Source: an optimization exercise on an open RTL-to-GDS flow (aim: small area, a short achievable clock period and few clock cycles). Production flows keep margins and buffers that such runs may drop.
Function was checked by simulation only, so behaviour that the tests miss may differ from the original.

// SinX
module SinX(Out, OE, In, start, clk, reset);
	input clk, reset, start;
	input [31:0] In;
	output [31:0] Out;
	output OE;
	localparam [31:0] C360 = 32'h43B40000;
	localparam [31:0] C180 = 32'h43340000;
	localparam [31:0] C90  = 32'h42B40000;
	localparam [31:0] C45  = 32'h42340000;
	localparam [31:0] KCORDIC = 32'h3F1B7507;
	reg st_idle, st_red, st_f2, st_f3, st_it, st_out;
	reg [4:0] i;
	reg s;
	reg [31:0] x, y, z;
	wire [31:0] arctan_i =
		(i == 5'd2) ? 32'h41D48539 :
		(i == 5'd3) ? 32'h41609474 :
		(i == 5'd4) ? 32'h40E40022 :
		(i == 5'd5) ? 32'h4064E2A9 :
		(i == 5'd6) ? 32'h3FE51BCA :
		(i == 5'd7) ? 32'h3F652A1A :
		(i == 5'd8) ? 32'h3EE52DAF :
		(i == 5'd9) ? 32'h3E652E94 :
		(i == 5'd10) ? 32'h3DE52ECD :
		(i == 5'd11) ? 32'h3D652EDC :
		(i == 5'd12) ? 32'h3CE52EDF :
		(i == 5'd13) ? 32'h3C652EE0 :
		(i == 5'd14) ? 32'h3BE52EE0 :
		(i == 5'd15) ? 32'h3B652EE0 :
		(i == 5'd16) ? 32'h3BF5471D :
		(i == 5'd17) ? 32'h3A652EE0 :
		(i == 5'd18) ? 32'h39E52EE0 :
		(i == 5'd19) ? 32'h39652EE0 :
		32'h38E52EE0;
	wire k360 = ~z[31] & (z[30:0] > C360[30:0]);
  ...
==> module fp_addsub, before the edit <==
module fp_addsub(Sum, A, B, sub);
	input [31:0] A, B;
	input sub;
	output [31:0] Sum;
	wire sA = A[31];
	wire sB = B[31] ^ sub;
	wire [7:0] eA = A[30:23];
	wire [7:0] eB = B[30:23];
	wire [23:0] mA = {1'b1, A[22:0]};
	wire [23:0] mB = {1'b1, B[22:0]};
	wire [8:0] dd = {1'b0,eA} - {1'b0,eB};
	function automatic gt23;
		input [22:0] a, b;
		reg [31:0] g, e;
		integer l, k;
		begin
			g = {9'd0, b & ~a};
			e = {9'h1FF, ~(a ^ b)};
			for (l = 1; l < 32; l = l * 2)
				for (k = 0; k < 32; k = k + 2 * l) begin
					g[k] = g[k + l] | (e[k + l] & g[k]);
					e[k] = e[k + l] & e[k];
				end
			gt23 = g[0];
		end
	endfunction
	wire swap = dd[8] | ((dd[7:0] == 8'd0) & gt23(A[22:0], B[22:0]));
	wire [7:0] eBig = swap ? eB : eA;
	wire [7:0] d = dd[8] ? -dd[7:0] : dd[7:0];
	wire [23:0] mBig = swap ? mB : mA;
	wire [23:0] mSm = swap ? mA : mB;
	wire [23:0] mSh = (d[7:5] != 3'd0 || d[4:3] == 2'b11) ? 24'd0 : (mSm >> d[4:0]);
	wire eff_sub = sA ^ sB;
	wire [23:0] bx = mSh ^ {24{eff_sub}};
	function automatic [24:0] bk_add;
		input [23:0] a, b;
		input ci;
		reg [31:0] g, p, G, P;
		integer l, k;
		begin
			g = {8'd0, a & b};
			p = {8'd0, a ^ b};
			g[0] = g[0] | (p[0] & ci);
			G = g; P = p;
			for (l = 1; l < 32; l = l * 2)
				for (k = 2 * l - 1; k < 32; k = k + 2 * l) begin
					G[k] = G[k] | (P[k] & G[k - l]);
					P[k] = P[k] & P[k - l];
				end
			for (l = 8; l >= 1; l = l / 2)
				for (k = 3 * l - 1; k < 32; k = k + 2 * l) begin
					G[k] = G[k] | (P[k] & G[k - l]);
					P[k] = P[k] & P[k - l];
				end
			bk_add[0] = p[0] ^ ci;
			for (k = 1; k < 24; k = k + 1)
				bk_add[k] = p[k] ^ G[k - 1];
			bk_add[24] = G[23];
		end
	endfunction
	wire [24:0] R0 = bk_add(mBig, bx, eff_sub);
	wire [23:0] Rl = R0[23:0];
	wire rc = R0[24];
	wire [24:0] R = {rc ^ eff_sub, Rl};
	wire [23:0] F0 = R[24:1];
	reg [4:0] lz;
	integer k;
	always @(*) begin
		lz = 5'd24;
		for (k = 0; k < 24; k = k + 1)
			if (F0[k]) lz = 5'd23 - k[4:0];
	end
	wire [23:0] F5 = F0 << lz;
	wire [7:0] E = eBig + 8'd1 - {3'b000, lz};
	assign Sum = {swap ? sB : sA, E, F5[22:0]};
endmodule
Settings: LEC_CHECK=0, ABC_AREA=1, ABC_CLOCK_PERIOD_IN_PS=50000, CAP_MARGIN=20, CORE_MARGIN=2, CORE_UTILIZATION=50, SLEW_MARGIN=20; clock period 80.0 ns.
standard.sh (not shown) runs the stock make flow with config.mk's settings and CLKGATE_MAP_FILE= SYNTH_SCRIPT=/design/flow/synth_recipe.tcl, a recipe that flattens the netlist after the stock synthesis.
==> flow/flow/run.sh <==
#!/bin/bash
# The standard layout (standard.sh: the standard synthesis, then ORFS to
# finish), except that the input and output ports are buffered with
# sky130_fd_sc_hd__buf_2 cells instead of the buffer ORFS picks by default
# (a clkdlybuf4s50_1 delay cell). Each make run's full output goes to a log
# file of its own in this folder; ORFS's per-step logs are under orfs/logs.
set -euo pipefail
bash standard.sh synth > make_synth.log 2>&1
bash standard.sh "BUFFER_PORTS_ARGS=-buffer_cell sky130_fd_sc_hd__buf_2" finish > make_finish.log 2>&1
Testbench counts at the start, summed over its fixed seeds: cycles 7,175.
Edit:
--- a/flow/design.v
+++ b/flow/design.v
@@ -8,61 +8,16 @@
 	wire [7:0] eB = B[30:23];
 	wire [23:0] mA = {1'b1, A[22:0]};
 	wire [23:0] mB = {1'b1, B[22:0]};
 	wire [8:0] dd = {1'b0,eA} - {1'b0,eB};
-	function automatic gt23;
-		input [22:0] a, b;
-		reg [31:0] g, e;
-		integer l, k;
-		begin
-			g = {9'd0, b & ~a};
-			e = {9'h1FF, ~(a ^ b)};
-			for (l = 1; l < 32; l = l * 2)
-				for (k = 0; k < 32; k = k + 2 * l) begin
-					g[k] = g[k + l] | (e[k + l] & g[k]);
-					e[k] = e[k + l] & e[k];
-				end
-			gt23 = g[0];
-		end
-	endfunction
-	wire swap = dd[8] | ((dd[7:0] == 8'd0) & gt23(A[22:0], B[22:0]));
+	wire swap = dd[8] | ((dd[7:0] == 8'd0) & (B[22:0] > A[22:0]));
 	wire [7:0] eBig = swap ? eB : eA;
-	wire [7:0] d = dd[8] ? -dd[7:0] : dd[7:0];
+	 wire [7:0] d = dd[8] ? -dd[7:0] : dd[7:0];
 	wire [23:0] mBig = swap ? mB : mA;
 	wire [23:0] mSm = swap ? mA : mB;
 	wire [23:0] mSh = (d[7:5] != 3'd0 || d[4:3] == 2'b11) ? 24'd0 : (mSm >> d[4:0]);
 	wire eff_sub = sA ^ sB;
-	wire [23:0] bx = mSh ^ {24{eff_sub}};
-	function automatic [24:0] bk_add;
-		input [23:0] a, b;
-		input ci;
-		reg [31:0] g, p, G, P;
-		integer l, k;
-		begin
-			g = {8'd0, a & b};
-			p = {8'd0, a ^ b};
-			g[0] = g[0] | (p[0] & ci);
-			G = g; P = p;
-			for (l = 1; l < 32; l = l * 2)
-				for (k = 2 * l - 1; k < 32; k = k + 2 * l) begin
-					G[k] = G[k] | (P[k] & G[k - l]);
-					P[k] = P[k] & P[k - l];
-				end
-			for (l = 8; l >= 1; l = l / 2)
-				for (k = 3 * l - 1; k < 32; k = k + 2 * l) begin
-					G[k] = G[k] | (P[k] & G[k - l]);
-					P[k] = P[k] & P[k - l];
-				end
-			bk_add[0] = p[0] ^ ci;
-			for (k = 1; k < 24; k = k + 1)
-				bk_add[k] = p[k] ^ G[k - 1];
-			bk_add[24] = G[23];
-		end
-	endfunction
-	wire [24:0] R0 = bk_add(mBig, bx, eff_sub);
-	wire [23:0] Rl = R0[23:0];
-	wire rc = R0[24];
-	wire [24:0] R = {rc ^ eff_sub, Rl};
+	wire [24:0] R = {1'b0, mBig} + ({1'b0, mSh} ^ {25{eff_sub}}) + {24'd0, eff_sub};
 	wire [23:0] F0 = R[24:1];
 	reg [4:0] lz;
 	integer k;
 	always @(*) begin
Cell count grows by a few percent.
Global-route usage increases by 3.1 points.
Sequential share of layout area came out lower by 0.13 points.
Via count climbs by a little under a tenth.
Die area goes up by a few percent.
Area after synthesis went up by a few percent.
Worst hold slack gains 0.0035 ns.
Fmax came out lower slightly.
Cell area grows slightly.
Testbench counts after the change, summed over its fixed seeds: cycles 7,175.

==> static timing again, ports no longer ideal <==
The flow's constraints put no driver on any port. The routed layouts listed below were extracted and timed again, unchanged, in two steps.
Step 1 (the two cells are an assumption about what drives the block):
set clk [get_ports {clk}]
set_driving_cell -lib_cell sky130_fd_sc_hd__clkbuf_16 $clk
set_driving_cell -lib_cell sky130_fd_sc_hd__buf_2 [delete_from_list [all_inputs] $clk]
Step 2 also shifts input and output timing later by t, the mid clock arrival at the registers, as if the neighbouring blocks saw the same clock.
a / b / c = ideal ports / drivers / drivers and shift; a / b = the first two.
| run | t (ns) | slack for setup (ns) | worst register clock-pin slew, ns | cell pins on the clock port's net |
|---|---|---|---|---|
| the first run | 0.446 | 62.958 / 62.901 / 63.347 | 0.09 / 0.09 | 1 |
| the second run | 0.434 | 62.864 / 62.808 / 63.242 | 0.10 / 0.10 | 1 |
After both steps setup and hold are still met in every run listed.
